What follows belongs to an exercise in optimizing a design on an open flow for small area, a short achievable clock period and few clock cycles; a production flow would make more cautious choices.
Only simulation tests tie the RTL to the original design; equivalence was not proved.
Power figures rest on the tool's default switching activity, not on a simulated workload.

==> flow/design.v (excerpt) <==
module STA(
	rst_n,
	clk,
	in_valid,
	delay,
	source,
	destination,
	out_valid,
	worst_delay,
	path
);
Size in the first run: ~3100 cells after synthesis, ~470 flip-flops, about 23000 um^2 of cells after synthesis.
clock: 12.0 ns
lec_check: 0
abc_area: 1
cap_margin: 20
core_margin: 2
core_utilization: 40
cts_cluster_diameter: 100
cts_cluster_size: 20
slew_margin: 20
standard.sh (not shown) runs the stock make flow with config.mk's settings and CLKGATE_MAP_FILE= SYNTH_SCRIPT=/design/flow/synth_recipe.tcl, a recipe that flattens the netlist after the stock synthesis.
==> flow/flow/run.sh <==
#!/bin/bash
# Standard layout (the standard.sh, unchanged synthesis and flow), with
# ORFS's timing repair asked to leave more setup slack than the 12 ns clock
# needs, so that it sizes up the critical paths. Constraints are unchanged.
set -euo pipefail
bash standard.sh SETUP_SLACK_MARGIN=8.4 finish > standard_flow.log 2>&1
Testbench counts at the start, summed over its fixed seeds: cycles 76,625.
Edit:
--- a/flow/design.v
+++ b/flow/design.v
@@ -83,68 +83,57 @@
 reg  [3:0]  a_d;
 always @(*) begin
 	a_d = 4'd0;
 	for (u = 0; u < 16; u = u + 1) begin
 		cur_dec[u] = (cur == u);
 		a_d = a_d | ({4{cur_dec[u]}} & val[u][3:0]);
 	end
 end
-reg  [7:0]  hrd [0:15];
-always @(*) begin
-	for (v = 0; v < 16; v = v + 1)
-		hrd[v] = (v == 0) ? 8'd0 : (v == 1) ? {4'd0, val[1][3:0]} : val[v];
-end
 wire [4:0]  hs_lo  = {1'b0, wr_acc[3:0]} + {1'b0, wr_d};
 wire [3:0]  hs_hi1 = wr_acc[7:4] + 4'd1;
 wire [7:0]  hsum   = {hs_lo[4] ? hs_hi1 : wr_acc[7:4], hs_lo[3:0]};
 reg  [7:0]  hv1, hv2;
 reg  [3:0]  e1, e2;
 always @(*) begin
 	hv1 = 8'd0;
 	hv2 = 8'd0;
 	e1 = 4'd0;
 	e2 = 4'd0;
 	for (v = 0; v < 16; v = v + 1) begin
-		hv1 = hv1 | ({8{b_lo[v]}} & hrd[v]);
-		hv2 = hv2 | ({8{b_hi[v]}} & hrd[v]);
+		hv1 = hv1 | ({8{b_lo[v]}} & val[v]);
+		hv2 = hv2 | ({8{b_hi[v]}} & val[v]);
 		e1 = e1 | ({4{b_lo[v]}} & v[3:0]);
 		e2 = e2 | ({4{b_hi[v]}} & v[3:0]);
 	end
 end
 wire [7:0]  hx1    = b_fw1 ? hsum : hv1;
 wire [7:0]  hx2    = b_fw2 ? hsum : hv2;
 wire        c12    = (hx1 >= hx2);
 wire        c1a    = b_first || (hx1 >= acc);
 wire        c2a    = b_first || (hx2 >= acc);
 wire        t1     = c12 && c1a;
 wire        t2     = !c12 && c2a;
 wire [7:0]  acc_n  = t1 ? hx1 : t2 ? hx2 : acc;
 wire [3:0]  best_n = t1 ? e1 : t2 ? e2 : best;
 wire [15:0] donex = rdone | 16'h0002;
-wire        scan = (state == S_COMP) || (state == S_IN && cnt == 5'd31);
-reg  [15:0] esrc;
-always @(*) begin
-	for (u = 0; u < 16; u = u + 1)
-		esrc[u] = iv_r && (src_r == u);
-end
 reg  [15:0] ready;
 always @(*) begin
 	for (u = 0; u < 16; u = u + 1)
-		ready[u] = (u != 1) && !rdone[u] && !esrc[u] && ((adj[u] & ~donex) == 16'd0);
+		ready[u] = (u != 1) && !rdone[u] && ((adj[u] & ~donex) == 16'd0);
 end
 wire [15:0] psel = ready & (~ready + 16'd1);
-wire        pick = scan && (!busy || a_last) && (ready != 16'd0);
+wire        pick = (state == S_COMP) && (!busy || a_last) && (ready != 16'd0);
 reg  [3:0]  penc;
 always @(*) begin
 	penc = 4'd0;
 	for (u = 0; u < 16; u = u + 1)
 		penc = penc | ({4{psel[u]}} & u[3:0]);
 end
-wire [15:0] rsel = scan ? psel : rem;
+wire [15:0] rsel = (state == S_COMP) ? psel : rem;
 reg  [15:0] row;
 always @(*) begin
 	row = 16'd0;
 	for (u = 0; u < 16; u = u + 1)
 		row = row | ({16{rsel[u]}} & adj[u]);
 end
 reg  [3:0] row_enc;
 always @(*) begin
@@ -169,31 +158,31 @@
 		b_valid <= 1'b0;
 		wr_valid <= 1'b0;
 		out_valid <= 1'b0;
 		worst_delay <= 8'd0;
 		path <= 4'd0;
 	end else begin
 		b_valid <= issue;
 		wr_valid <= last;
-		if (pick) busy <= 1'b1;
-		else if (a_last) busy <= 1'b0;
 		case (state)
 		S_IDLE: begin
 			cnt <= 5'd0;
 			if (iv_r) begin
 				state <= S_IN;
 				cnt <= 5'd1;
 			end
 		end
 		S_IN: begin
 			cnt <= cnt + 5'd1;
 			if (cnt == 5'd31) state <= S_COMP;
 		end
 		S_COMP: begin
+			if (pick) busy <= 1'b1;
+			else if (a_last) busy <= 1'b0;
 			if (fin0) begin
 				state <= S_OUT;
 				out_valid <= 1'b1;
 				worst_delay <= hsum;
 				path <= 4'd0;
 			end
 		end
 		S_OUT: begin
@@ -233,17 +222,17 @@
 	for (u = 0; u < 16; u = u + 1) begin
 		if (idle) rdone[u] <= 1'b0;
 		else if (pick && psel[u]) rdone[u] <= 1'b1;
 	end
 end
 reg  [15:0] rw_sel, cl_sel, rw_keep;
 always @(*) begin
 	for (u = 0; u < 16; u = u + 1) begin
-		rw_sel[u]  = (state == S_COMP) ? wr_dec[u] : esrc[u];
+		rw_sel[u]  = (state == S_COMP) ? wr_dec[u] : (iv_r && src_r == u);
 		cl_sel[u]  = (state == S_COMP) ? best_dec[u] : (dst_r == u);
 		rw_keep[u] = !idle && !wr_dec[u];
 	end
 end
 always @(posedge clk) begin
 	for (u = 0; u < 16; u = u + 1) begin
 		for (v = 0; v < 16; v = v + 1) begin
 			if (u != 1 && v != 0 && u != v)
@@ -257,14 +246,11 @@
 reg  [15:0] vw_en;
 always @(*) begin
 	for (u = 0; u < 16; u = u + 1)
 		vw_en[u] = (state == S_COMP) ? (wr_dec[u] && u != 0 && u != 1)
 		                             : ((idle && u == 0) || (state == S_IN && !cnt[4] && cnt[3:0] == u));
 end
 always @(posedge clk) begin
 	for (u = 0; u < 16; u = u + 1)
-		if (vw_en[u]) begin
-			if (u < 2) val[u][3:0] <= vw_data[3:0];
-			else val[u] <= vw_data;
-		end
+		if (vw_en[u]) val[u] <= vw_data;
 end
 endmodule
Effect: The changed run went through all stages and came out clean; sequential share of layout area increases by 1.8 points; synthesized area increases by about 0.7%; combinational power decreases by 24%; cell area decreases by 1.4%; wire length decreases by about 3.5%; count of clock-buffer cells in the layout decreases by 1; power decreases by about 17%; die area increases by 0.71%; non-clock buffer count decreases by 33; first-iteration DRC count increases by 3.7%; global-route usage decreases by 1.1 points; setup slack improves by 230 ps; synthesized cell count decreases by 1.1%; clock power decreases by about 6%.
Testbench counts after the change, summed over its fixed seeds: cycles 77,816.

* * *

The RTL this note starts from:
==> flow/design.v <==
module STA(
	rst_n,
	clk,
	in_valid,
	delay,
	source,
	destination,
	out_valid,
	worst_delay,
	path
);
input			rst_n, clk, in_valid;
input	[3:0]	delay;
input	[3:0]	source;
input	[3:0]	destination;
output reg			out_valid;
output reg	[7:0]	worst_delay;
output reg	[3:0]	path;
integer u, v;
reg         s_idle;		 
reg         s_in;		 
reg         s_comp;		 
reg         s_out;		 
reg         s_last;		 
reg  [4:0]  cnt;		 
reg  [15:0] adj [0:15];
reg  [7:0]  val [0:15];
reg  [15:0] rdone;		 
reg         busy;
reg  [3:0]  cur;
reg  [15:0] rem;
reg         a_first;
reg         b_valid;
reg         b_first;
reg         b_last;
reg  [3:0]  b_cur;
reg  [3:0]  b_d;
reg  [15:0] b_lo;
reg  [15:0] b_hi;
reg         b_fw1;		 
reg         b_fw2;
reg  [7:0]  acc;
reg  [3:0]  best;
reg         wr_valid;
reg  [3:0]  wr_cur;
reg  [3:0]  wr_d;
reg  [7:0]  wr_acc;
reg  [3:0]  wr_best;
reg         iv_r;
reg  [3:0]  src_r;
reg  [3:0]  dst_r;
reg  [3:0]  dly_r;
always @(posedge clk or negedge rst_n) begin
	if (!rst_n) iv_r <= 1'b0;
	else        iv_r <= in_valid;
end
always @(posedge clk) begin
	src_r <= source;
	dst_r <= destination;
	dly_r <= delay;
end
wire idle = s_idle;
wire        last   = b_valid && b_last;
reg  [15:0] bl_dec;		 
always @(*) begin
	for (u = 0; u < 16; u = u + 1)
		bl_dec[u] = last && (b_cur == u);
end
wire [15:0] eff    = rem;
wire        issue  = busy;
reg  [15:0] rem_rev;
reg  [15:0] hi;
always @(*) begin
	for (v = 0; v < 16; v = v + 1)
		rem_rev[v] = eff[15 - v];
end
wire [15:0] hi_rev = rem_rev & (~rem_rev + 16'd1);
always @(*) begin
	for (v = 0; v < 16; v = v + 1)
		hi[v] = hi_rev[15 - v];
end
wire [15:0] lo     = eff & (~eff + 16'd1);
wire [15:0] rem_n  = rem & ~lo & ~hi;
wire        a_last = busy && (rem_n == 16'd0);
reg  [15:0] cur_dec;
reg  [3:0]  a_d;
always @(*) begin
	a_d = 4'd0;
	for (u = 0; u < 16; u = u + 1) begin
		cur_dec[u] = (cur == u);
		a_d = a_d | ({4{cur_dec[u]}} & val[u][3:0]);
	end
end
reg  [7:0]  hrd [0:15];
always @(*) begin
	for (v = 0; v < 16; v = v + 1)
		hrd[v] = (v == 0) ? 8'd0 : (v == 1) ? {4'd0, val[1][3:0]} : val[v];
end
wire [4:0]  hs_lo  = {1'b0, wr_acc[3:0]} + {1'b0, wr_d};
wire [3:0]  hs_hi1 = wr_acc[7:4] + 4'd1;
wire [7:0]  hsum   = {hs_lo[4] ? hs_hi1 : wr_acc[7:4], hs_lo[3:0]};
reg  [7:0]  hv1, hv2;
reg  [3:0]  e1, e2;
always @(*) begin
	hv1 = 8'd0;
	hv2 = 8'd0;
	e1 = 4'd0;
	e2 = 4'd0;
	for (v = 0; v < 16; v = v + 1) begin
		hv1 = hv1 | ({8{b_lo[v]}} & hrd[v]);
		hv2 = hv2 | ({8{b_hi[v]}} & hrd[v]);
		e1 = e1 | ({4{b_lo[v]}} & v[3:0]);
		e2 = e2 | ({4{b_hi[v]}} & v[3:0]);
	end
end
wire [7:0]  hx1    = b_fw1 ? hsum : hv1;
wire [7:0]  hx2    = b_fw2 ? hsum : hv2;
wire        c12    = (hx1 >= hx2);
wire        c1a    = b_first || (hx1 >= acc);
wire        c2a    = b_first || (hx2 >= acc);
wire        t1     = c12 && c1a;
wire        t2     = !c12 && c2a;
wire [7:0]  acc_n  = t1 ? hx1 : t2 ? hx2 : acc;
wire [3:0]  best_n = t1 ? e1 : t2 ? e2 : best;
wire [15:0] donex = rdone | 16'h0002;
wire        scan = s_comp || s_last;
reg  [15:0] esrc;
always @(*) begin
	for (u = 0; u < 16; u = u + 1)
		esrc[u] = iv_r && (src_r == u);
end
reg  [15:0] ready;
always @(*) begin
	for (u = 0; u < 16; u = u + 1)
		ready[u] = (u != 1) && !rdone[u] && !esrc[u] && ((adj[u] & ~donex) == 16'd0);
end
wire [15:0] psel = ready & (~ready + 16'd1);
wire        pick = scan && (!busy || a_last) && (ready != 16'd0);
reg  [3:0]  penc;
always @(*) begin
	penc = 4'd0;
	for (u = 0; u < 16; u = u + 1)
		penc = penc | ({4{psel[u]}} & u[3:0]);
end
wire [15:0] rsel = scan ? psel : rem;
reg  [15:0] row;
always @(*) begin
	row = 16'd0;
	for (u = 0; u < 16; u = u + 1)
		row = row | ({16{rsel[u]}} & adj[u]);
end
reg  [3:0] row_enc;
always @(*) begin
	row_enc = 4'd0;
	for (u = 0; u < 16; u = u + 1)
		row_enc = row_enc | ({4{row[u]}} & u[3:0]);
end
reg  [15:0] wr_dec;
reg  [15:0] best_dec;
always @(*) begin
	for (u = 0; u < 16; u = u + 1) begin
		wr_dec[u]   = wr_valid && (wr_cur == u);
		best_dec[u] = (wr_best == u);
	end
end
wire fin0 = wr_valid && (wr_cur == 4'd0);
always @(posedge clk or negedge rst_n) begin
	if (!rst_n) begin
		s_idle <= 1'b1;
		s_in <= 1'b0;
		s_comp <= 1'b0;
		s_out <= 1'b0;
		s_last <= 1'b0;
		cnt <= 5'd0;
		busy <= 1'b0;
		b_valid <= 1'b0;
		wr_valid <= 1'b0;
		out_valid <= 1'b0;
		worst_delay <= 8'd0;
		path <= 4'd0;
	end else begin
		b_valid <= issue;
		wr_valid <= last;
		if (pick) busy <= 1'b1;
		else if (a_last) busy <= 1'b0;
		if (s_idle) begin
			cnt <= 5'd0;
			if (iv_r) begin
				s_idle <= 1'b0;
				s_in <= 1'b1;
				cnt <= 5'd1;
			end
		end
		if (s_in) begin
			cnt <= cnt + 5'd1;
			s_last <= (cnt == 5'd30);
			if (s_last) begin
				s_in <= 1'b0;
				s_comp <= 1'b1;
			end
		end
		if (s_comp && fin0) begin
			s_comp <= 1'b0;
			s_out <= 1'b1;
			out_valid <= 1'b1;
			worst_delay <= hsum;
			path <= 4'd0;
		end
		if (s_out) begin
			worst_delay <= 8'd0;
			if (path == 4'd1) begin
				out_valid <= 1'b0;
				path <= 4'd0;
				s_out <= 1'b0;
				s_idle <= 1'b1;
			end else begin
				path <= row_enc;
			end
		end
	end
end
always @(posedge clk) begin
	rem <= (pick || s_out) ? row : fin0 ? 16'd1 : rem_n;
	b_lo <= lo;
	b_hi <= hi;
	b_fw1 <= ((lo & bl_dec) != 16'd0);
	b_fw2 <= ((hi & bl_dec) != 16'd0);
	b_last <= a_last;
	b_cur <= cur;
	b_d <= a_d;
	b_first <= a_first;
	if (pick) a_first <= 1'b1;
	else if (issue) a_first <= 1'b0;
	if (pick) cur <= penc;
	acc <= acc_n;
	best <= best_n;
	wr_cur <= b_cur;
	wr_d <= b_d;
	wr_acc <= acc_n;
	wr_best <= best_n;
end
always @(posedge clk) begin
	for (u = 0; u < 16; u = u + 1) begin
		if (idle) rdone[u] <= 1'b0;
		else if (pick && psel[u]) rdone[u] <= 1'b1;
	end
end
reg  [15:0] rw_sel, cl_sel, rw_keep;
always @(*) begin
	for (u = 0; u < 16; u = u + 1) begin
		rw_sel[u]  = s_comp ? wr_dec[u] : esrc[u];
		cl_sel[u]  = s_comp ? best_dec[u] : (dst_r == u);
		rw_keep[u] = !idle && !wr_dec[u];
	end
end
always @(posedge clk) begin
	for (u = 0; u < 16; u = u + 1) begin
		for (v = 0; v < 16; v = v + 1) begin
			if (u != 1 && v != 0 && u != v)
				adj[u][v] <= (rw_sel[u] && cl_sel[v]) || (rw_keep[u] && adj[u][v]);
			else
				adj[u][v] <= 1'b0;
		end
	end
end
wire [7:0]  vw_data = s_comp ? hsum : {4'd0, dly_r};
reg  [15:0] vw_en;
always @(*) begin
	for (u = 0; u < 16; u = u + 1)
		vw_en[u] = s_comp ? (wr_dec[u] && u != 0 && u != 1)
		                  : ((s_idle && u == 0) || (s_in && !cnt[4] && cnt[3:0] == u));
end
always @(posedge clk) begin
	for (u = 0; u < 16; u = u + 1)
		if (vw_en[u]) begin
			if (u < 2) val[u][3:0] <= vw_data[3:0];
			else val[u] <= vw_data;
		end
end
endmodule
clock: 12.0 ns
lec_check: 0
abc_area: 1
cap_margin: 20
core_margin: 2
core_utilization: 40
cts_cluster_diameter: 100
cts_cluster_size: 20
place_density: 0.75
slew_margin: 20
==> flow/flow/run.sh <==
#!/bin/bash
# Standard layout (the standard.sh, unchanged synthesis and flow), with
# ORFS's timing repair asked to leave more setup slack than the 12 ns clock
# needs, so that it sizes up the critical paths. Constraints are unchanged.
set -euo pipefail
bash standard.sh SETUP_SLACK_MARGIN=8.5 finish > standard_flow.log 2>&1
The first run completed without violations.
Testbench counts at the start, summed over its fixed seeds: cycles 76,625.
Then changed:
--- a/flow/design.v
+++ b/flow/design.v
@@ -247,10 +247,10 @@
 end
 reg  [15:0] rw_sel, cl_sel, rw_keep;
 always @(*) begin
 	for (u = 0; u < 16; u = u + 1) begin
-		rw_sel[u]  = s_comp ? wr_dec[u] : esrc[u];
-		cl_sel[u]  = s_comp ? best_dec[u] : (dst_r == u);
+		rw_sel[u]  = wr_dec[u] || esrc[u];
+		cl_sel[u]  = (wr_valid && best_dec[u]) || (iv_r && dst_r == u);
 		rw_keep[u] = !idle && !wr_dec[u];
 	end
 end
 always @(posedge clk) begin
@@ -262,14 +262,14 @@
 				adj[u][v] <= 1'b0;
 		end
 	end
 end
-wire [7:0]  vw_data = s_comp ? hsum : {4'd0, dly_r};
+wire [7:0]  vw_data = wr_valid ? hsum : {4'd0, dly_r};
 reg  [15:0] vw_en;
 always @(*) begin
 	for (u = 0; u < 16; u = u + 1)
-		vw_en[u] = s_comp ? (wr_dec[u] && u != 0 && u != 1)
-		                  : ((s_idle && u == 0) || (s_in && !cnt[4] && cnt[3:0] == u));
+		vw_en[u] = (wr_dec[u] && u != 0 && u != 1)
+		        || (s_idle && u == 0) || (s_in && !cnt[4] && cnt[3:0] == u);
 end
 always @(posedge clk) begin
 	for (u = 0; u < 16; u = u + 1)
 		if (vw_en[u]) begin
The new run passed the timing, design-rule and antenna checks. Power is lower by about 4%. Die area came out higher by about 1.7%. Non-clock buffer count rose by 6. Cell count rose by about 2.6%. Synthesized cell count increases by 2.8%. Sequential power went down by about 2%. Sequential cell count stays the same. Sequential share of layout area came out lower by 0.66 points. Final area climbs by 1.7%. Clock-buffer cell count shrinks by 4.
Testbench counts after the change, summed over its fixed seeds: cycles 76,625.

[re-timing with driven ports]
The flow's constraints put no driver on any port. The routed layouts listed below were extracted and timed again, unchanged, in two steps.
Step 1 sets driving cells, clkbuf_16 on the clock port and buf_2 on the other inputs (assumed; they add their load-dependent delay and slew).
Step 2 adds t to the input delays and takes it off the output delays; t is the mean of the earliest and latest rising clock arrival at the registers after step 1. Input paths then give back, and output paths get back, about the clock's delay inside the block.
Slacks: ideal / step 1 / step 2; pairs: ideal / step 1.
| run | t (ns) | setup slack, ns | hold WS [ns] | clock arrival spread, ns | worst register clock-pin slew, ns |
|---|---|---|---|---|---|
| the first run of note 1 | 0.675 | 8.215 / 8.215 / 8.215 | 0.335 / 0.335 / 0.335 | 0.043 / 0.043 | 0.10 / 0.10 |
| the second run of note 1 | 0.674 | 8.441 / 8.379 / 8.441 | 0.335 / 0.335 / 0.335 | 0.054 / 0.055 | 0.10 / 0.10 |
| the first run of note 2 | 0.669 | 8.382 / 8.321 / 8.392 | 0.331 / 0.331 / 0.331 | 0.033 / 0.032 | 0.10 / 0.10 |
| the second run of note 2 | 0.655 | 8.407 / 8.350 / 8.515 | 0.334 / 0.334 / 0.334 | 0.025 / 0.026 | 0.10 / 0.10 |
After both steps setup and hold are still met in every run listed.
